Source: an optimization exercise on an open RTL-to-GDS flow (aim: small area and a short achievable clock period). Production flows keep margins and buffers that such runs may drop.
RTL that was checked went through simulation tests only; none was proved equivalent to the original.
Power figures rest on the tool's default switching activity, not on a simulated workload.

==> inputs of raven <==
## cpu
module cpu(
    input clk,
    input reset,
    output [31:0] i_addr,
    input [31:0] i_data,
    output [31:0] dm_addr,
    output [31:0] dm_wdata,
    output dm_we,
    input [31:0] dm_rdata,
    output [31:0] PrAddr,
    output [31:0] PrWD,
    input [31:0] PrRD,
    output PrWE,
    input [7:2] HWInt
    );
==> flow/config.mk <==
export PLATFORM = sky130hd
export DESIGN_NAME = cpu
export DESIGN_NICKNAME = cpu
export VERILOG_FILES = /design/flow/design.v
export SDC_FILE = /design/flow/constraint.sdc
export NUM_CORES = 4
export LEC_CHECK = 0
export CAP_MARGIN = 20
export CORE_MARGIN = 2
export CORE_UTILIZATION = 40
export SETUP_SLACK_MARGIN = 5
export SLEW_MARGIN = 20
==> flow/constraint.sdc <==
create_clock -name core_clock -period 10.0 [get_ports {clk}]
set_input_delay 2.0000 -clock core_clock [delete_from_list [all_inputs] [get_ports {clk}]]
set_output_delay 2.0000 -clock core_clock [all_outputs]
set_load 0.01 [all_outputs]
run.sh (not shown) runs the stock make flow with config.mk's settings and CLKGATE_MAP_FILE= SYNTH_SCRIPT=/design/flow/synth_recipe.tcl, a recipe that flattens the netlist after the stock synthesis.
==> onyx: changes against raven <==
--- a/flow/design.v
+++ b/flow/design.v
@@ -2013,20 +2013,23 @@
     input [7:2] HWInt
     );
 reg [31:0] PC;
 reg [31:0] IR_D, PC_D;
 reg ExcF_D, slot_D;
 reg [31:0] Rs_E, Rt_E, PC_E;
 reg [15:0] imm_E;
-reg [3:0] ALUOp_E;
-reg [1:0] ALUasel_E, ALUbsel_E, ExtOp_E;
+reg aM_E, aW_E, aR_E, aS_E;
+reg bM_E, bW_E, bR_E, bXs_E, bXz_E, bXl_E, bX2_E;
+reg oSum_E, oLog_E, oSh_E, oSlt_E, oSltu_E, oPC_E;
+reg [3:0] lut_E;
+reg sub_E, sll_E, sra_E, rot_E;
 reg [4:0] A3_E;
 reg wrS_E, movz_E;
 reg [1:0] Tnew_E;
-reg fMs_E, fWs_E, fMt_E, fWt_E;
+reg fMt_E, fWt_E;
 reg DM_RE_E, DM_WE_E;
 reg [2:0] DMOOp_E, DMIOp_E;
 reg [1:0] WDsel_E;
 reg eret_E, CP0_WE_E;
 reg excEn_E;
 reg [4:0] excCode_E;
 reg ExcD_E, ExcDAdEL_E;
@@ -2170,29 +2173,57 @@
 		IR_D <= i_data;
 		PC_D <= PC;
 		ExcF_D <= Exc_F;
 		slot_D <= NPCsel_D != 2'b0;
 	end
 end
 wire flushE = reset | IntReq | pause;
+wire fMs_n = wrE & (A3_E == rs_D);
+wire fWs_n = wr_M & (A3_M == rs_D);
+wire fMt_n = wrE & (A3_E == rt_D);
+wire fWt_n = wr_M & (A3_M == rt_D);
 always @(posedge clk) begin
 	Rs_E <= MF_RS_D;
 	Rt_E <= MF_RT_D;
 	imm_E <= IR_D[15:0];
-	ALUOp_E <= ALUOp_D;
-	ALUasel_E <= ALUasel_D;
-	ALUbsel_E <= ALUbsel_D;
-	ExtOp_E <= ExtOp_D;
+	aM_E <= (ALUasel_D == 2'd0) & fMs_n;
+	aW_E <= (ALUasel_D == 2'd0) & ~fMs_n & fWs_n;
+	aR_E <= (ALUasel_D == 2'd0) & ~fMs_n & ~fWs_n;
+	aS_E <= ALUasel_D == 2'd1;
+	bM_E <= (ALUbsel_D == 2'd0) & fMt_n;
+	bW_E <= (ALUbsel_D == 2'd0) & ~fMt_n & fWt_n;
+	bR_E <= (ALUbsel_D == 2'd0) & ~fMt_n & ~fWt_n;
+	bXs_E <= (ALUbsel_D == 2'd1) & (ExtOp_D == 2'd0);
+	bXz_E <= (ALUbsel_D == 2'd1) & (ExtOp_D == 2'd1);
+	bXl_E <= (ALUbsel_D == 2'd1) & (ExtOp_D == 2'd2);
+	bX2_E <= (ALUbsel_D == 2'd1) & (ExtOp_D == 2'd3);
+	oSum_E <= (ALUOp_D == 4'b0000) | (ALUOp_D == 4'b0001);
+	oLog_E <= (ALUOp_D == 4'b0010) | (ALUOp_D == 4'b0011) | (ALUOp_D == 4'b1001) |
+	          (ALUOp_D == 4'b1010) | (ALUOp_D == 4'b1011) | ((ALUOp_D == 4'b1100) & (ALUbsel_D != 2'd2));
+	oSh_E <= (ALUOp_D == 4'b0100) | (ALUOp_D == 4'b0101) | (ALUOp_D == 4'b0110) | (ALUOp_D == 4'b1101);
+	oSlt_E <= ALUOp_D == 4'b0111;
+	oSltu_E <= ALUOp_D == 4'b1000;
+	oPC_E <= (ALUOp_D == 4'b1100) & (ALUbsel_D == 2'd2);
+	case (ALUOp_D)
+	4'b0010: lut_E <= 4'b1000;
+	4'b0011: lut_E <= 4'b1110;
+	4'b1001: lut_E <= 4'b0001;
+	4'b1010: lut_E <= 4'b0110;
+	4'b1011: lut_E <= 4'b1100;
+	default: lut_E <= 4'b1010;
+	endcase
+	sub_E <= (ALUOp_D == 4'b0001) | (ALUOp_D == 4'b0111) | (ALUOp_D == 4'b1000);
+	sll_E <= ALUOp_D == 4'b0110;
+	sra_E <= ALUOp_D == 4'b0101;
+	rot_E <= ALUOp_D == 4'b1101;
 	A3_E <= A3c_D;
 	movz_E <= A3sel_D == 3'd4;
 	Tnew_E <= Tnew_D;
-	fMs_E <= wrE & (A3_E == rs_D);
-	fWs_E <= wr_M & (A3_M == rs_D);
-	fMt_E <= wrE & (A3_E == rt_D);
-	fWt_E <= wr_M & (A3_M == rt_D);
+	fMt_E <= fMt_n;
+	fWt_E <= fWt_n;
 	DMOOp_E <= DMOOp_D;
 	DMIOp_E <= DMIOp_D;
 	WDsel_E <= WDsel_D;
 	ExcDAdEL_E <= ExcF_D;
 	ld_E <= load_D;
 	w_E <= w_D;
 	h_E <= h_D;
@@ -2217,67 +2248,44 @@
 		eret_E <= eret_ctl_D;
 		CP0_WE_E <= CP0_WE_D;
 		excEn_E <= cal_D | load_D | save_D;
 		ExcD_E <= ExcF_D | Exc_D;
 		slot_E <= slot_D;
 	end
 end
-wire [31:0] fRs_E = fMs_E ? ALUOut_M : fWs_E ? WD_W : Rs_E;
 assign fRt_E = fMt_E ? ALUOut_M : fWt_E ? WD_W : Rt_E;
-reg [31:0] Ext_E;
-always @(*) begin
-	case (ExtOp_E)
-	0: Ext_E = {{16{imm_E[15]}}, imm_E};
-	1: Ext_E = {16'b0, imm_E};
-	2: Ext_E = {imm_E, 16'b0};
-	default: Ext_E = {{14{imm_E[15]}}, imm_E, 2'b00};
-	endcase
-end
-wire [31:0] ALUa = (ALUasel_E == 2'd0) ? fRs_E : (ALUasel_E == 2'd1) ? {27'b0, imm_E[10:6]} : 32'b0;
-wire [31:0] ALUb = (ALUbsel_E == 2'd0) ? fRt_E : (ALUbsel_E == 2'd1) ? Ext_E : 32'b0;
-wire [31:0] passB = (ALUbsel_E == 2'd2) ? PC8_E : ALUb;
-wire subop = (ALUOp_E == 4'b0001) | (ALUOp_E == 4'b0111) | (ALUOp_E == 4'b1000);
+wire [31:0] ALUa = ({32{aM_E}} & ALUOut_M) | ({32{aW_E}} & WD_W) | ({32{aR_E}} & Rs_E) |
+                   ({32{aS_E}} & {27'b0, imm_E[10:6]});
+wire [31:0] ALUb = ({32{bM_E}} & ALUOut_M) | ({32{bW_E}} & WD_W) | ({32{bR_E}} & Rt_E) |
+                   ({32{bXs_E}} & {{16{imm_E[15]}}, imm_E}) |
+                   ({32{bXz_E}} & {16'b0, imm_E}) |
+                   ({32{bXl_E}} & {imm_E, 16'b0}) |
+                   ({32{bX2_E}} & {{14{imm_E[15]}}, imm_E, 2'b00});
 wire [32:0] sA = {ALUa[31], ALUa};
-wire [32:0] sB = {ALUb[31], ALUb} ^ {33{subop}};
-wire [32:0] sum = sA + sB + {32'b0, subop};
+wire [32:0] sB = {ALUb[31], ALUb} ^ {33{sub_E}};
+wire [32:0] sum = sA + sB + {32'b0, sub_E};
 wire slt_r = sum[32];
 wire sltu_r = sum[32] ^ ALUa[31] ^ ALUb[31];
 function [31:0] rev32(input [31:0] x);
 	integer k;
 	begin
 		for (k = 0; k < 32; k = k + 1) rev32[k] = x[31 - k];
 	end
 endfunction
-wire isll = ALUOp_E == 4'b0110;
-wire isra = ALUOp_E == 4'b0101;
-wire irot = ALUOp_E == 4'b1101;
-wire [31:0] shLo = isll ? rev32(ALUb) : ALUb;
-wire [31:0] shHi = irot ? ALUb : (isra ? {32{ALUb[31]}} : 32'b0);
+wire [31:0] shLo = sll_E ? rev32(ALUb) : ALUb;
+wire [31:0] shHi = rot_E ? ALUb : (sra_E ? {32{ALUb[31]}} : 32'b0);
 wire [63:0] shF = {shHi, shLo} >> ALUa[4:0];
-wire [31:0] shR = isll ? rev32(shF[31:0]) : shF[31:0];
-reg [31:0] ALU_Out;
-always @(*) begin
-	case (ALUOp_E)
-	4'b0000: ALU_Out = sum[31:0];
-	4'b0001: ALU_Out = sum[31:0];
-	4'b0010: ALU_Out = ALUa & ALUb;
-	4'b0011: ALU_Out = ALUa | ALUb;
-	4'b0100: ALU_Out = shR;
-	4'b0101: ALU_Out = shR;
-	4'b0110: ALU_Out = shR;
-	4'b0111: ALU_Out = {31'b0, slt_r};
-	4'b1000: ALU_Out = {31'b0, sltu_r};
-	4'b1001: ALU_Out = ~(ALUa | ALUb);
-	4'b1010: ALU_Out = ALUa ^ ALUb;
-	4'b1011: ALU_Out = ALUa;
-	4'b1100: ALU_Out = passB;
-	4'b1101: ALU_Out = shR;
-	default: ALU_Out = 32'b0;
-	endcase
-end
+wire [31:0] shR = sll_E ? rev32(shF[31:0]) : shF[31:0];
+reg [31:0] logR;
+integer li;
+always @(*)
+	for (li = 0; li < 32; li = li + 1)
+		logR[li] = lut_E[{ALUa[li], ALUb[li]}];
+wire [31:0] ALU_Out = ({32{oSum_E}} & sum[31:0]) | ({32{oLog_E}} & logR) | ({32{oSh_E}} & shR) |
+                      {31'b0, (oSlt_E & slt_r) | (oSltu_E & sltu_r)} | ({32{oPC_E}} & PC8_E);
 wire flushM = reset | IntReq;
 always @(posedge clk) begin
 	ALUOut_M <= ALU_Out;
 	Rt_M <= fRt_E;
 	A3_M <= A3_E;
 	rd_M <= imm_E[15:11];
 	Tnew1_M <= Tnew_E == 2'd2;
==> notes <==
Against onyx, the die area of raven is higher by about 0.5%.
Area after synthesis: onyx is smaller than raven (0.48%).
Wire length: onyx is higher than raven (about 1.8%).
Count of clock-buffer cells in the layout: raven is lower than onyx (15).
Of onyx and raven, onyx has the higher global-route usage (gap 0.97 points).
Between onyx and raven, the lower flip-flop and latch count is in raven (gap 13).
Total power: onyx is lower than raven (about 4.5%).
In raven the final cell count is higher than in onyx, by about 2%.
Of raven and onyx, raven has the higher core utilization (gap 0.17 points).
For raven, only the layout was checked, not whether the RTL still works.

separate check: timing with driven ports:
How much do the figures lean on ideal ports? The routed layouts below were timed once more, with nothing changed but the port constraints.
Step 1 assumes that a clkbuf_16 drives the clock port and a buf_2 every other input.
Step 2, shift: input delay + t, output delay - t, t = (earliest + latest rising clock arrival at the registers) / 2. This alone moves slack from input paths to output paths.
Slacks: ideal ports / drivers / drivers and shift; pairs: ideal ports / drivers.
| run | shift t [ns] | setup slack, ns | hold WS [ns] | worst slew at a driven data input, ns | cell pins on the clock port's net |
|---|---|---|---|---|---|
| raven | 0.943 | 4.312 / 4.312 / 3.961 | 0.327 / 0.327 / 0.327 | 0.10 | 1 |
| onyx | 0.964 | 4.430 / 4.430 / 3.844 | 0.325 / 0.325 / 0.325 | 0.09 | 1 |
After both steps setup and hold are still met in every run listed. For onyx, which loses most, drivers alone change the setup slack by 0.000 ns; drivers and shift together by -0.586 ns.
